Context: an optimization exercise on an open-source flow, tuned for small area and a short achievable clock period. The choices shown serve that exercise and are no tape-out recipe. In this exercise RTL edits were held to simulation tests only and were not proved equivalent to the original. Power and IR drop assume default switching activity.

==> inputs of 07-06 <==
// MorphologicGeneticAlgorithm
module MorphologicGeneticAlgorithm #(
	parameter ImageWidth = 8,
	parameter ImageHeight = 4,
	parameter ErrorWidth = $clog2(ImageHeight*ImageWidth),
	parameter OpcodeWidth = 16,
	parameter OpCounterWidth = 1,
	parameter InstructionWidth = OpcodeWidth * (2**OpCounterWidth),
	parameter IndividualWidth = InstructionWidth
) (
	input clk,
	input rst,
	input [ImageHeight*ImageWidth-1:0]origin,
	input [ImageWidth*ImageHeight-1:0]objetive,
	output reg [IndividualWidth-1:0]bestIndividual,
	output [ErrorWidth-1:0]bestError,
	output cycle
);
Settings: LEC_CHECK=0, CAP_MARGIN=20, CORE_MARGIN=2, CORE_UTILIZATION=60, CTS_CLUSTER_DIAMETER=50, CTS_CLUSTER_SIZE=30, PLACE_DENSITY=0.72, SLEW_MARGIN=20; clock period 14.0 ns.
standard.sh (not shown) runs the stock make flow with config.mk's settings and CLKGATE_MAP_FILE= SYNTH_SCRIPT=/design/flow/synth_recipe.tcl, a recipe that flattens the netlist after the stock synthesis.
==> flow/flow/run.sh <==
#!/bin/bash
# The standard ORFS layout (the standard.sh: standard synthesis, same
# floorplan, power grid, placement, CTS and routing), with the timing repair
# steps asked to leave 9.7 ns of setup slack at the design's 14 ns clock,
# so that they size and buffer for a ~4.3 ns cycle. The SDC is not changed.
set -euo pipefail
bash standard.sh SETUP_SLACK_MARGIN=9.7 finish > standard.log 2>&1
==> 04-19 (differences from 07-06) <==
--- a/flow/design.v
+++ b/flow/design.v
@@ -38,10 +38,11 @@
 reg void_r;       
 reg hitR;         
 reg [1:0] phase;  
 reg [15:0] hashOH;    
 reg [4:0] oldErrR;    
+reg oldFwd;           
 reg [4:0] cErrR;      
 localparam P_IDLE = 2'd0, P_E1 = 2'd1, P_E2 = 2'd2, P_W = 2'd3;
 wire inE1 = (phase == P_E1);
 wire inE2 = (phase == P_E2);
 wire inW = (phase == P_W);
@@ -126,10 +127,11 @@
 end
 reg pendV;
 reg [15:0] pendOH;
 reg [27:0] pendT;
 reg [4:0] pendE;
+wire [4:0] oldErr = oldFwd ? pendE : oldErrR;
 wire [15:0] pendMask = pendOH & {16{pendV}};
 wire dadPend = |(dadOH & pendMask);
 wire momPend = |(momOH & pendMask);
 wire dadValid = |(dadOH & (pValid | pendMask));
 wire momValid = |(momOH & (pValid | pendMask));
@@ -299,26 +301,49 @@
 	for (gi = 0; gi < 8; gi = gi + 1) begin : _cnt4
 		assign diffCounts[3*gi+2:3*gi] = {2'b00, val[4*gi]} + {2'b00, val[4*gi+1]}
 			+ {2'b00, val[4*gi+2]} + {2'b00, val[4*gi+3]};
 	end
 endgenerate
-wire allDiff = &val;
 always @(posedge clk) begin
-	Z <= fE2 ? {7'd0, allDiff, diffCounts} : fE1Y ? val : origin;
+	Z <= fE2 ? {8'd0, diffCounts} : fE1Y ? val : origin;
 	Y <= val;
 end
-wire [3:0] pc4 [0:3];
-wire [4:0] pc5 [0:1];
-generate
-	for (gi = 0; gi < 4; gi = gi + 1) begin : _pc4
-		assign pc4[gi] = {1'b0, Z[6*gi+2:6*gi]} + {1'b0, Z[6*gi+5:6*gi+3]};
-	end
-	for (gi = 0; gi < 2; gi = gi + 1) begin : _pc5
-		assign pc5[gi] = {1'b0, pc4[2*gi]} + {1'b0, pc4[2*gi+1]};
-	end
-endgenerate
-wire [4:0] newErr = pc5[0] + pc5[1];
+wire errS_1 = Z[0] ^ Z[3] ^ Z[6];
+wire errS_2 = (Z[0] & Z[3]) | (Z[0] & Z[6]) | (Z[3] & Z[6]);
+wire errS_3 = Z[9] ^ Z[12] ^ Z[15];
+wire errS_4 = (Z[9] & Z[12]) | (Z[9] & Z[15]) | (Z[12] & Z[15]);
+wire errS_5 = Z[1] ^ Z[4] ^ Z[7];
+wire errS_6 = (Z[1] & Z[4]) | (Z[1] & Z[7]) | (Z[4] & Z[7]);
+wire errS_7 = Z[10] ^ Z[13] ^ Z[16];
+wire errS_8 = (Z[10] & Z[13]) | (Z[10] & Z[16]) | (Z[13] & Z[16]);
+wire errS_9 = Z[2] ^ Z[5] ^ Z[8];
+wire errS_10 = (Z[2] & Z[5]) | (Z[2] & Z[8]) | (Z[5] & Z[8]);
+wire errS_11 = Z[11] ^ Z[14] ^ Z[17];
+wire errS_12 = (Z[11] & Z[14]) | (Z[11] & Z[17]) | (Z[14] & Z[17]);
+wire errS_13 = Z[18] ^ Z[21] ^ errS_1;
+wire errS_14 = (Z[18] & Z[21]) | (Z[18] & errS_1) | (Z[21] & errS_1);
+wire errS_15 = Z[19] ^ Z[22] ^ errS_2;
+wire errS_16 = (Z[19] & Z[22]) | (Z[19] & errS_2) | (Z[22] & errS_2);
+wire errS_17 = errS_4 ^ errS_5 ^ errS_7;
+wire errS_18 = (errS_4 & errS_5) | (errS_4 & errS_7) | (errS_5 & errS_7);
+wire errS_19 = Z[20] ^ Z[23] ^ errS_6;
+wire errS_20 = (Z[20] & Z[23]) | (Z[20] & errS_6) | (Z[23] & errS_6);
+wire errS_21 = errS_8 ^ errS_9 ^ errS_11;
+wire errS_22 = (errS_8 & errS_9) | (errS_8 & errS_11) | (errS_9 & errS_11);
+wire errS_23 = errS_14 ^ errS_15 ^ errS_17;
+wire errS_24 = (errS_14 & errS_15) | (errS_14 & errS_17) | (errS_15 & errS_17);
+wire errS_25 = errS_16 ^ errS_18 ^ errS_19;
+wire errS_26 = (errS_16 & errS_18) | (errS_16 & errS_19) | (errS_18 & errS_19);
+wire errS_27 = errS_10 ^ errS_12 ^ errS_20;
+wire errS_28 = (errS_10 & errS_12) | (errS_10 & errS_20) | (errS_12 & errS_20);
+wire errS_29 = errS_21 ^ errS_24 ^ errS_25;
+wire errS_30 = (errS_21 & errS_24) | (errS_21 & errS_25) | (errS_24 & errS_25);
+wire errS_31 = errS_22 ^ errS_26 ^ errS_27;
+wire errS_32 = (errS_22 & errS_26) | (errS_22 & errS_27) | (errS_26 & errS_27);
+wire [4:0] errS_r1 = {errS_32, errS_30, errS_29, errS_23, errS_3};
+wire [4:0] errS_r2 = {errS_28, errS_31, 1'b0, 1'b0, errS_13};
+wire [4:0] newErr = errS_r1 + errS_r2;
 wire ltB_1 = Z[0] ^ Z[3] ^ Z[6];
 wire ltB_2 = (Z[0] & Z[3]) | (Z[0] & Z[6]) | (Z[3] & Z[6]);
 wire ltB_3 = Z[9] ^ Z[12] ^ Z[15];
 wire ltB_4 = (Z[9] & Z[12]) | (Z[9] & Z[15]) | (Z[12] & Z[15]);
 wire ltB_5 = Z[18] ^ Z[21] ^ ~bestError[0];
@@ -364,55 +389,56 @@
 wire [6:0] ltB_v = ltB_r1 + ltB_r2;
 wire ltO_1 = Z[0] ^ Z[3] ^ Z[6];
 wire ltO_2 = (Z[0] & Z[3]) | (Z[0] & Z[6]) | (Z[3] & Z[6]);
 wire ltO_3 = Z[9] ^ Z[12] ^ Z[15];
 wire ltO_4 = (Z[9] & Z[12]) | (Z[9] & Z[15]) | (Z[12] & Z[15]);
-wire ltO_5 = Z[18] ^ Z[21] ^ ~oldErrR[0];
-wire ltO_6 = (Z[18] & Z[21]) | (Z[18] & ~oldErrR[0]) | (Z[21] & ~oldErrR[0]);
+wire ltO_5 = Z[18] ^ Z[21] ^ ~oldErr[0];
+wire ltO_6 = (Z[18] & Z[21]) | (Z[18] & ~oldErr[0]) | (Z[21] & ~oldErr[0]);
 wire ltO_7 = Z[1] ^ Z[4] ^ Z[7];
 wire ltO_8 = (Z[1] & Z[4]) | (Z[1] & Z[7]) | (Z[4] & Z[7]);
 wire ltO_9 = Z[10] ^ Z[13] ^ Z[16];
 wire ltO_10 = (Z[10] & Z[13]) | (Z[10] & Z[16]) | (Z[13] & Z[16]);
-wire ltO_11 = Z[19] ^ Z[22] ^ ~oldErrR[1];
-wire ltO_12 = (Z[19] & Z[22]) | (Z[19] & ~oldErrR[1]) | (Z[22] & ~oldErrR[1]);
+wire ltO_11 = Z[19] ^ Z[22] ^ ~oldErr[1];
+wire ltO_12 = (Z[19] & Z[22]) | (Z[19] & ~oldErr[1]) | (Z[22] & ~oldErr[1]);
 wire ltO_13 = Z[2] ^ Z[5] ^ Z[8];
 wire ltO_14 = (Z[2] & Z[5]) | (Z[2] & Z[8]) | (Z[5] & Z[8]);
 wire ltO_15 = Z[11] ^ Z[14] ^ Z[17];
 wire ltO_16 = (Z[11] & Z[14]) | (Z[11] & Z[17]) | (Z[14] & Z[17]);
-wire ltO_17 = Z[20] ^ Z[23] ^ ~oldErrR[2];
-wire ltO_18 = (Z[20] & Z[23]) | (Z[20] & ~oldErrR[2]) | (Z[23] & ~oldErrR[2]);
+wire ltO_17 = Z[20] ^ Z[23] ^ ~oldErr[2];
+wire ltO_18 = (Z[20] & Z[23]) | (Z[20] & ~oldErr[2]) | (Z[23] & ~oldErr[2]);
 wire ltO_19 = 1'b1 ^ ltO_1 ^ ltO_3;
 wire ltO_20 = (1'b1 & ltO_1) | (1'b1 & ltO_3) | (ltO_1 & ltO_3);
 wire ltO_21 = ltO_2 ^ ltO_4 ^ ltO_6;
 wire ltO_22 = (ltO_2 & ltO_4) | (ltO_2 & ltO_6) | (ltO_4 & ltO_6);
 wire ltO_23 = ltO_7 ^ ltO_9 ^ ltO_11;
 wire ltO_24 = (ltO_7 & ltO_9) | (ltO_7 & ltO_11) | (ltO_9 & ltO_11);
 wire ltO_25 = ltO_8 ^ ltO_10 ^ ltO_12;
 wire ltO_26 = (ltO_8 & ltO_10) | (ltO_8 & ltO_12) | (ltO_10 & ltO_12);
 wire ltO_27 = ltO_13 ^ ltO_15 ^ ltO_17;
 wire ltO_28 = (ltO_13 & ltO_15) | (ltO_13 & ltO_17) | (ltO_15 & ltO_17);
-wire ltO_29 = ~oldErrR[3] ^ ltO_14 ^ ltO_16;
-wire ltO_30 = (~oldErrR[3] & ltO_14) | (~oldErrR[3] & ltO_16) | (ltO_14 & ltO_16);
+wire ltO_29 = ~oldErr[3] ^ ltO_14 ^ ltO_16;
+wire ltO_30 = (~oldErr[3] & ltO_14) | (~oldErr[3] & ltO_16) | (ltO_14 & ltO_16);
 wire ltO_31 = ltO_20 ^ ltO_21 ^ ltO_23;
 wire ltO_32 = (ltO_20 & ltO_21) | (ltO_20 & ltO_23) | (ltO_21 & ltO_23);
 wire ltO_33 = ltO_22 ^ ltO_24 ^ ltO_25;
 wire ltO_34 = (ltO_22 & ltO_24) | (ltO_22 & ltO_25) | (ltO_24 & ltO_25);
 wire ltO_35 = ltO_18 ^ ltO_26 ^ ltO_28;
 wire ltO_36 = (ltO_18 & ltO_26) | (ltO_18 & ltO_28) | (ltO_26 & ltO_28);
 wire ltO_37 = ltO_27 ^ ltO_32 ^ ltO_33;
 wire ltO_38 = (ltO_27 & ltO_32) | (ltO_27 & ltO_33) | (ltO_32 & ltO_33);
 wire ltO_39 = ltO_29 ^ ltO_34 ^ ltO_35;
 wire ltO_40 = (ltO_29 & ltO_34) | (ltO_29 & ltO_35) | (ltO_34 & ltO_35);
-wire ltO_41 = ~oldErrR[4] ^ ltO_30 ^ ltO_36;
-wire ltO_42 = (~oldErrR[4] & ltO_30) | (~oldErrR[4] & ltO_36) | (ltO_30 & ltO_36);
+wire ltO_41 = ~oldErr[4] ^ ltO_30 ^ ltO_36;
+wire ltO_42 = (~oldErr[4] & ltO_30) | (~oldErr[4] & ltO_36) | (ltO_30 & ltO_36);
 wire [6:0] ltO_r1 = {1'b0, ltO_42, ltO_40, ltO_38, ltO_37, ltO_31, ltO_5};
 wire [6:0] ltO_r2 = {1'b0, 1'b1, ltO_41, ltO_39, 1'b0, 1'b0, ltO_19};
 wire [6:0] ltO_v = ltO_r1 + ltO_r2;
-wire newLtBest = Z[24] ? (bestError != 5'd0) : ~ltB_v[6];
-wire newLtOld = Z[24] ? (oldErrR != 5'd0) : ~ltO_v[6];
+wire allDiff = &{Z[23], Z[20], Z[17], Z[14], Z[11], Z[8], Z[5], Z[2]};
+wire newLtBest = allDiff ? (bestError != 5'd0) : ~ltB_v[6];
+wire newLtOld = allDiff ? (oldErr != 5'd0) : ~ltO_v[6];
 wire [4:0] cachedError = inW ? newErr : cErrR;
-wire replace = pull & (inW ? newLtOld : (cErrR < oldErrR));
+wire replace = pull & (inW ? newLtOld : (cErrR < oldErr));
 wire better = pull & (inW ? newLtBest : (cErrR < bestError));
 wire [3:0] tnHash = hashOf(TNm);
 wire [3:0] tHash = hashOf(T);
 wire [3:0] rdHash = pull ? tnHash : tHash;
 wire [15:0] rdHashOH = oneHot(rdHash);
@@ -448,11 +474,12 @@
 		T <= daughter;
 	hashOH <= rdHashOH;
 	pendOH <= hashOH;
 	pendT <= {T[30:24], T[22:16], T[14:8], T[6:0]};
 	pendE <= cachedError;
-	oldErrR <= (pull & replace & sameSlot) ? cachedError : rdErr;
+	oldErrR <= (pull & sameSlot) ? oldErr : rdErr;
+	oldFwd <= pull & sameSlot & replace;
 	cErrR <= pull ? ((inW & sameIdx) ? newErr : tnErr) : tErr;
 	if (void_r)
 		cValid <= 16'd0;
 	else if (inE2)
 		cValid <= cValid | tIdxOH;
==> flow/flow/run.sh (replaced) <==
#!/bin/bash
# The standard ORFS layout (the standard.sh: standard synthesis, same
# floorplan, power grid, placement, CTS and routing), with the timing repair
# steps asked to leave 9.5 ns of setup slack at the design's 14 ns clock,
# so that they size and buffer for a ~4.5 ns cycle. The SDC is not changed.
set -euo pipefail
bash standard.sh SETUP_SLACK_MARGIN=9.5 finish > standard.log 2>&1
==> 02-24 (differences from 07-06) <==
--- a/flow/design.v
+++ b/flow/design.v
@@ -38,10 +38,11 @@
 reg void_r;       
 reg hitR;         
 reg [1:0] phase;  
 reg [15:0] hashOH;    
 reg [4:0] oldErrR;    
+reg oldFwd;           
 reg [4:0] cErrR;      
 localparam P_IDLE = 2'd0, P_E1 = 2'd1, P_E2 = 2'd2, P_W = 2'd3;
 wire inE1 = (phase == P_E1);
 wire inE2 = (phase == P_E2);
 wire inW = (phase == P_W);
@@ -126,10 +127,11 @@
 end
 reg pendV;
 reg [15:0] pendOH;
 reg [27:0] pendT;
 reg [4:0] pendE;
+wire [4:0] oldErr = oldFwd ? pendE : oldErrR;
 wire [15:0] pendMask = pendOH & {16{pendV}};
 wire dadPend = |(dadOH & pendMask);
 wire momPend = |(momOH & pendMask);
 wire dadValid = |(dadOH & (pValid | pendMask));
 wire momValid = |(momOH & (pValid | pendMask));
@@ -299,26 +301,49 @@
 	for (gi = 0; gi < 8; gi = gi + 1) begin : _cnt4
 		assign diffCounts[3*gi+2:3*gi] = {2'b00, val[4*gi]} + {2'b00, val[4*gi+1]}
 			+ {2'b00, val[4*gi+2]} + {2'b00, val[4*gi+3]};
 	end
 endgenerate
-wire allDiff = &val;
 always @(posedge clk) begin
-	Z <= fE2 ? {7'd0, allDiff, diffCounts} : fE1Y ? val : origin;
+	Z <= fE2 ? {8'd0, diffCounts} : fE1Y ? val : origin;
 	Y <= val;
 end
-wire [3:0] pc4 [0:3];
-wire [4:0] pc5 [0:1];
-generate
-	for (gi = 0; gi < 4; gi = gi + 1) begin : _pc4
-		assign pc4[gi] = {1'b0, Z[6*gi+2:6*gi]} + {1'b0, Z[6*gi+5:6*gi+3]};
-	end
-	for (gi = 0; gi < 2; gi = gi + 1) begin : _pc5
-		assign pc5[gi] = {1'b0, pc4[2*gi]} + {1'b0, pc4[2*gi+1]};
-	end
-endgenerate
-wire [4:0] newErr = pc5[0] + pc5[1];
+wire errS_1 = Z[0] ^ Z[3] ^ Z[6];
+wire errS_2 = (Z[0] & Z[3]) | (Z[0] & Z[6]) | (Z[3] & Z[6]);
+wire errS_3 = Z[9] ^ Z[12] ^ Z[15];
+wire errS_4 = (Z[9] & Z[12]) | (Z[9] & Z[15]) | (Z[12] & Z[15]);
+wire errS_5 = Z[1] ^ Z[4] ^ Z[7];
+wire errS_6 = (Z[1] & Z[4]) | (Z[1] & Z[7]) | (Z[4] & Z[7]);
+wire errS_7 = Z[10] ^ Z[13] ^ Z[16];
+wire errS_8 = (Z[10] & Z[13]) | (Z[10] & Z[16]) | (Z[13] & Z[16]);
+wire errS_9 = Z[2] ^ Z[5] ^ Z[8];
+wire errS_10 = (Z[2] & Z[5]) | (Z[2] & Z[8]) | (Z[5] & Z[8]);
+wire errS_11 = Z[11] ^ Z[14] ^ Z[17];
+wire errS_12 = (Z[11] & Z[14]) | (Z[11] & Z[17]) | (Z[14] & Z[17]);
+wire errS_13 = Z[18] ^ Z[21] ^ errS_1;
+wire errS_14 = (Z[18] & Z[21]) | (Z[18] & errS_1) | (Z[21] & errS_1);
+wire errS_15 = Z[19] ^ Z[22] ^ errS_2;
+wire errS_16 = (Z[19] & Z[22]) | (Z[19] & errS_2) | (Z[22] & errS_2);
+wire errS_17 = errS_4 ^ errS_5 ^ errS_7;
+wire errS_18 = (errS_4 & errS_5) | (errS_4 & errS_7) | (errS_5 & errS_7);
+wire errS_19 = Z[20] ^ Z[23] ^ errS_6;
+wire errS_20 = (Z[20] & Z[23]) | (Z[20] & errS_6) | (Z[23] & errS_6);
+wire errS_21 = errS_8 ^ errS_9 ^ errS_11;
+wire errS_22 = (errS_8 & errS_9) | (errS_8 & errS_11) | (errS_9 & errS_11);
+wire errS_23 = errS_14 ^ errS_15 ^ errS_17;
+wire errS_24 = (errS_14 & errS_15) | (errS_14 & errS_17) | (errS_15 & errS_17);
+wire errS_25 = errS_16 ^ errS_18 ^ errS_19;
+wire errS_26 = (errS_16 & errS_18) | (errS_16 & errS_19) | (errS_18 & errS_19);
+wire errS_27 = errS_10 ^ errS_12 ^ errS_20;
+wire errS_28 = (errS_10 & errS_12) | (errS_10 & errS_20) | (errS_12 & errS_20);
+wire errS_29 = errS_21 ^ errS_24 ^ errS_25;
+wire errS_30 = (errS_21 & errS_24) | (errS_21 & errS_25) | (errS_24 & errS_25);
+wire errS_31 = errS_22 ^ errS_26 ^ errS_27;
+wire errS_32 = (errS_22 & errS_26) | (errS_22 & errS_27) | (errS_26 & errS_27);
+wire [4:0] errS_r1 = {errS_32, errS_30, errS_29, errS_23, errS_3};
+wire [4:0] errS_r2 = {errS_28, errS_31, 1'b0, 1'b0, errS_13};
+wire [4:0] newErr = errS_r1 + errS_r2;
 wire ltB_1 = Z[0] ^ Z[3] ^ Z[6];
 wire ltB_2 = (Z[0] & Z[3]) | (Z[0] & Z[6]) | (Z[3] & Z[6]);
 wire ltB_3 = Z[9] ^ Z[12] ^ Z[15];
 wire ltB_4 = (Z[9] & Z[12]) | (Z[9] & Z[15]) | (Z[12] & Z[15]);
 wire ltB_5 = Z[18] ^ Z[21] ^ ~bestError[0];
@@ -364,55 +389,56 @@
 wire [6:0] ltB_v = ltB_r1 + ltB_r2;
 wire ltO_1 = Z[0] ^ Z[3] ^ Z[6];
 wire ltO_2 = (Z[0] & Z[3]) | (Z[0] & Z[6]) | (Z[3] & Z[6]);
 wire ltO_3 = Z[9] ^ Z[12] ^ Z[15];
 wire ltO_4 = (Z[9] & Z[12]) | (Z[9] & Z[15]) | (Z[12] & Z[15]);
-wire ltO_5 = Z[18] ^ Z[21] ^ ~oldErrR[0];
-wire ltO_6 = (Z[18] & Z[21]) | (Z[18] & ~oldErrR[0]) | (Z[21] & ~oldErrR[0]);
+wire ltO_5 = Z[18] ^ Z[21] ^ ~oldErr[0];
+wire ltO_6 = (Z[18] & Z[21]) | (Z[18] & ~oldErr[0]) | (Z[21] & ~oldErr[0]);
 wire ltO_7 = Z[1] ^ Z[4] ^ Z[7];
 wire ltO_8 = (Z[1] & Z[4]) | (Z[1] & Z[7]) | (Z[4] & Z[7]);
 wire ltO_9 = Z[10] ^ Z[13] ^ Z[16];
 wire ltO_10 = (Z[10] & Z[13]) | (Z[10] & Z[16]) | (Z[13] & Z[16]);
-wire ltO_11 = Z[19] ^ Z[22] ^ ~oldErrR[1];
-wire ltO_12 = (Z[19] & Z[22]) | (Z[19] & ~oldErrR[1]) | (Z[22] & ~oldErrR[1]);
+wire ltO_11 = Z[19] ^ Z[22] ^ ~oldErr[1];
+wire ltO_12 = (Z[19] & Z[22]) | (Z[19] & ~oldErr[1]) | (Z[22] & ~oldErr[1]);
 wire ltO_13 = Z[2] ^ Z[5] ^ Z[8];
 wire ltO_14 = (Z[2] & Z[5]) | (Z[2] & Z[8]) | (Z[5] & Z[8]);
 wire ltO_15 = Z[11] ^ Z[14] ^ Z[17];
 wire ltO_16 = (Z[11] & Z[14]) | (Z[11] & Z[17]) | (Z[14] & Z[17]);
-wire ltO_17 = Z[20] ^ Z[23] ^ ~oldErrR[2];
-wire ltO_18 = (Z[20] & Z[23]) | (Z[20] & ~oldErrR[2]) | (Z[23] & ~oldErrR[2]);
+wire ltO_17 = Z[20] ^ Z[23] ^ ~oldErr[2];
+wire ltO_18 = (Z[20] & Z[23]) | (Z[20] & ~oldErr[2]) | (Z[23] & ~oldErr[2]);
 wire ltO_19 = 1'b1 ^ ltO_1 ^ ltO_3;
 wire ltO_20 = (1'b1 & ltO_1) | (1'b1 & ltO_3) | (ltO_1 & ltO_3);
 wire ltO_21 = ltO_2 ^ ltO_4 ^ ltO_6;
 wire ltO_22 = (ltO_2 & ltO_4) | (ltO_2 & ltO_6) | (ltO_4 & ltO_6);
 wire ltO_23 = ltO_7 ^ ltO_9 ^ ltO_11;
 wire ltO_24 = (ltO_7 & ltO_9) | (ltO_7 & ltO_11) | (ltO_9 & ltO_11);
 wire ltO_25 = ltO_8 ^ ltO_10 ^ ltO_12;
 wire ltO_26 = (ltO_8 & ltO_10) | (ltO_8 & ltO_12) | (ltO_10 & ltO_12);
 wire ltO_27 = ltO_13 ^ ltO_15 ^ ltO_17;
 wire ltO_28 = (ltO_13 & ltO_15) | (ltO_13 & ltO_17) | (ltO_15 & ltO_17);
-wire ltO_29 = ~oldErrR[3] ^ ltO_14 ^ ltO_16;
-wire ltO_30 = (~oldErrR[3] & ltO_14) | (~oldErrR[3] & ltO_16) | (ltO_14 & ltO_16);
+wire ltO_29 = ~oldErr[3] ^ ltO_14 ^ ltO_16;
+wire ltO_30 = (~oldErr[3] & ltO_14) | (~oldErr[3] & ltO_16) | (ltO_14 & ltO_16);
 wire ltO_31 = ltO_20 ^ ltO_21 ^ ltO_23;
 wire ltO_32 = (ltO_20 & ltO_21) | (ltO_20 & ltO_23) | (ltO_21 & ltO_23);
 wire ltO_33 = ltO_22 ^ ltO_24 ^ ltO_25;
 wire ltO_34 = (ltO_22 & ltO_24) | (ltO_22 & ltO_25) | (ltO_24 & ltO_25);
 wire ltO_35 = ltO_18 ^ ltO_26 ^ ltO_28;
 wire ltO_36 = (ltO_18 & ltO_26) | (ltO_18 & ltO_28) | (ltO_26 & ltO_28);
 wire ltO_37 = ltO_27 ^ ltO_32 ^ ltO_33;
 wire ltO_38 = (ltO_27 & ltO_32) | (ltO_27 & ltO_33) | (ltO_32 & ltO_33);
 wire ltO_39 = ltO_29 ^ ltO_34 ^ ltO_35;
 wire ltO_40 = (ltO_29 & ltO_34) | (ltO_29 & ltO_35) | (ltO_34 & ltO_35);
-wire ltO_41 = ~oldErrR[4] ^ ltO_30 ^ ltO_36;
-wire ltO_42 = (~oldErrR[4] & ltO_30) | (~oldErrR[4] & ltO_36) | (ltO_30 & ltO_36);
+wire ltO_41 = ~oldErr[4] ^ ltO_30 ^ ltO_36;
+wire ltO_42 = (~oldErr[4] & ltO_30) | (~oldErr[4] & ltO_36) | (ltO_30 & ltO_36);
 wire [6:0] ltO_r1 = {1'b0, ltO_42, ltO_40, ltO_38, ltO_37, ltO_31, ltO_5};
 wire [6:0] ltO_r2 = {1'b0, 1'b1, ltO_41, ltO_39, 1'b0, 1'b0, ltO_19};
 wire [6:0] ltO_v = ltO_r1 + ltO_r2;
-wire newLtBest = Z[24] ? (bestError != 5'd0) : ~ltB_v[6];
-wire newLtOld = Z[24] ? (oldErrR != 5'd0) : ~ltO_v[6];
+wire allDiff = &{Z[23], Z[20], Z[17], Z[14], Z[11], Z[8], Z[5], Z[2]};
+wire newLtBest = allDiff ? (bestError != 5'd0) : ~ltB_v[6];
+wire newLtOld = allDiff ? (oldErr != 5'd0) : ~ltO_v[6];
 wire [4:0] cachedError = inW ? newErr : cErrR;
-wire replace = pull & (inW ? newLtOld : (cErrR < oldErrR));
+wire replace = pull & (inW ? newLtOld : (cErrR < oldErr));
 wire better = pull & (inW ? newLtBest : (cErrR < bestError));
 wire [3:0] tnHash = hashOf(TNm);
 wire [3:0] tHash = hashOf(T);
 wire [3:0] rdHash = pull ? tnHash : tHash;
 wire [15:0] rdHashOH = oneHot(rdHash);
@@ -448,11 +474,12 @@
 		T <= daughter;
 	hashOH <= rdHashOH;
 	pendOH <= hashOH;
 	pendT <= {T[30:24], T[22:16], T[14:8], T[6:0]};
 	pendE <= cachedError;
-	oldErrR <= (pull & replace & sameSlot) ? cachedError : rdErr;
+	oldErrR <= (pull & sameSlot) ? oldErr : rdErr;
+	oldFwd <= pull & sameSlot & replace;
 	cErrR <= pull ? ((inW & sameIdx) ? newErr : tnErr) : tErr;
 	if (void_r)
 		cValid <= 16'd0;
 	else if (inE2)
 		cValid <= cValid | tIdxOH;
==> summary of the runs <==
Between 02-24 and 07-06, the lower maximum frequency is in 07-06 (gap about 2.4%, measured against 07-06). Total power: 07-06 > 02-24 > 04-19. Of 07-06 and 04-19, 07-06 has the higher non-clock buffer count (gap 216). Synthesized cell count is the same in 02-24 and 04-19.

## afterwards: timing with drivers on the ports
The flow's constraints put no driver on any port. The routed layouts listed below were extracted and timed again, unchanged, in two steps.
Step 1 assumes that a clkbuf_16 drives the clock port and a buf_2 every other input.
Step 2 moves the port delays by t, midway between the first and last clock arrival at a register: inputs arrive t later, outputs are due t later. That takes back most of the time a late clock gives input paths.
Three values: ideal, step 1, step 2; two values: the first two.
| run | t, ns | slack for setup (ns) | clock arrival spread, ns | worst data-port slew with drivers (ns) |
|---|---|---|---|---|
| 07-06 | 0.954 | 9.402 / 9.402 / 8.770 | 0.111 / 0.111 | 0.08 |
| 04-19 | 0.933 | 9.406 / 9.406 / 8.967 | 0.058 / 0.058 | 0.06 |
| 02-24 | 0.950 | 9.511 / 9.511 / 9.030 | 0.075 / 0.075 | 0.07 |
After both steps setup and hold are still met in every run listed. For 07-06, which loses most, drivers alone change the setup slack by 0.000 ns; drivers and shift together by -0.632 ns.
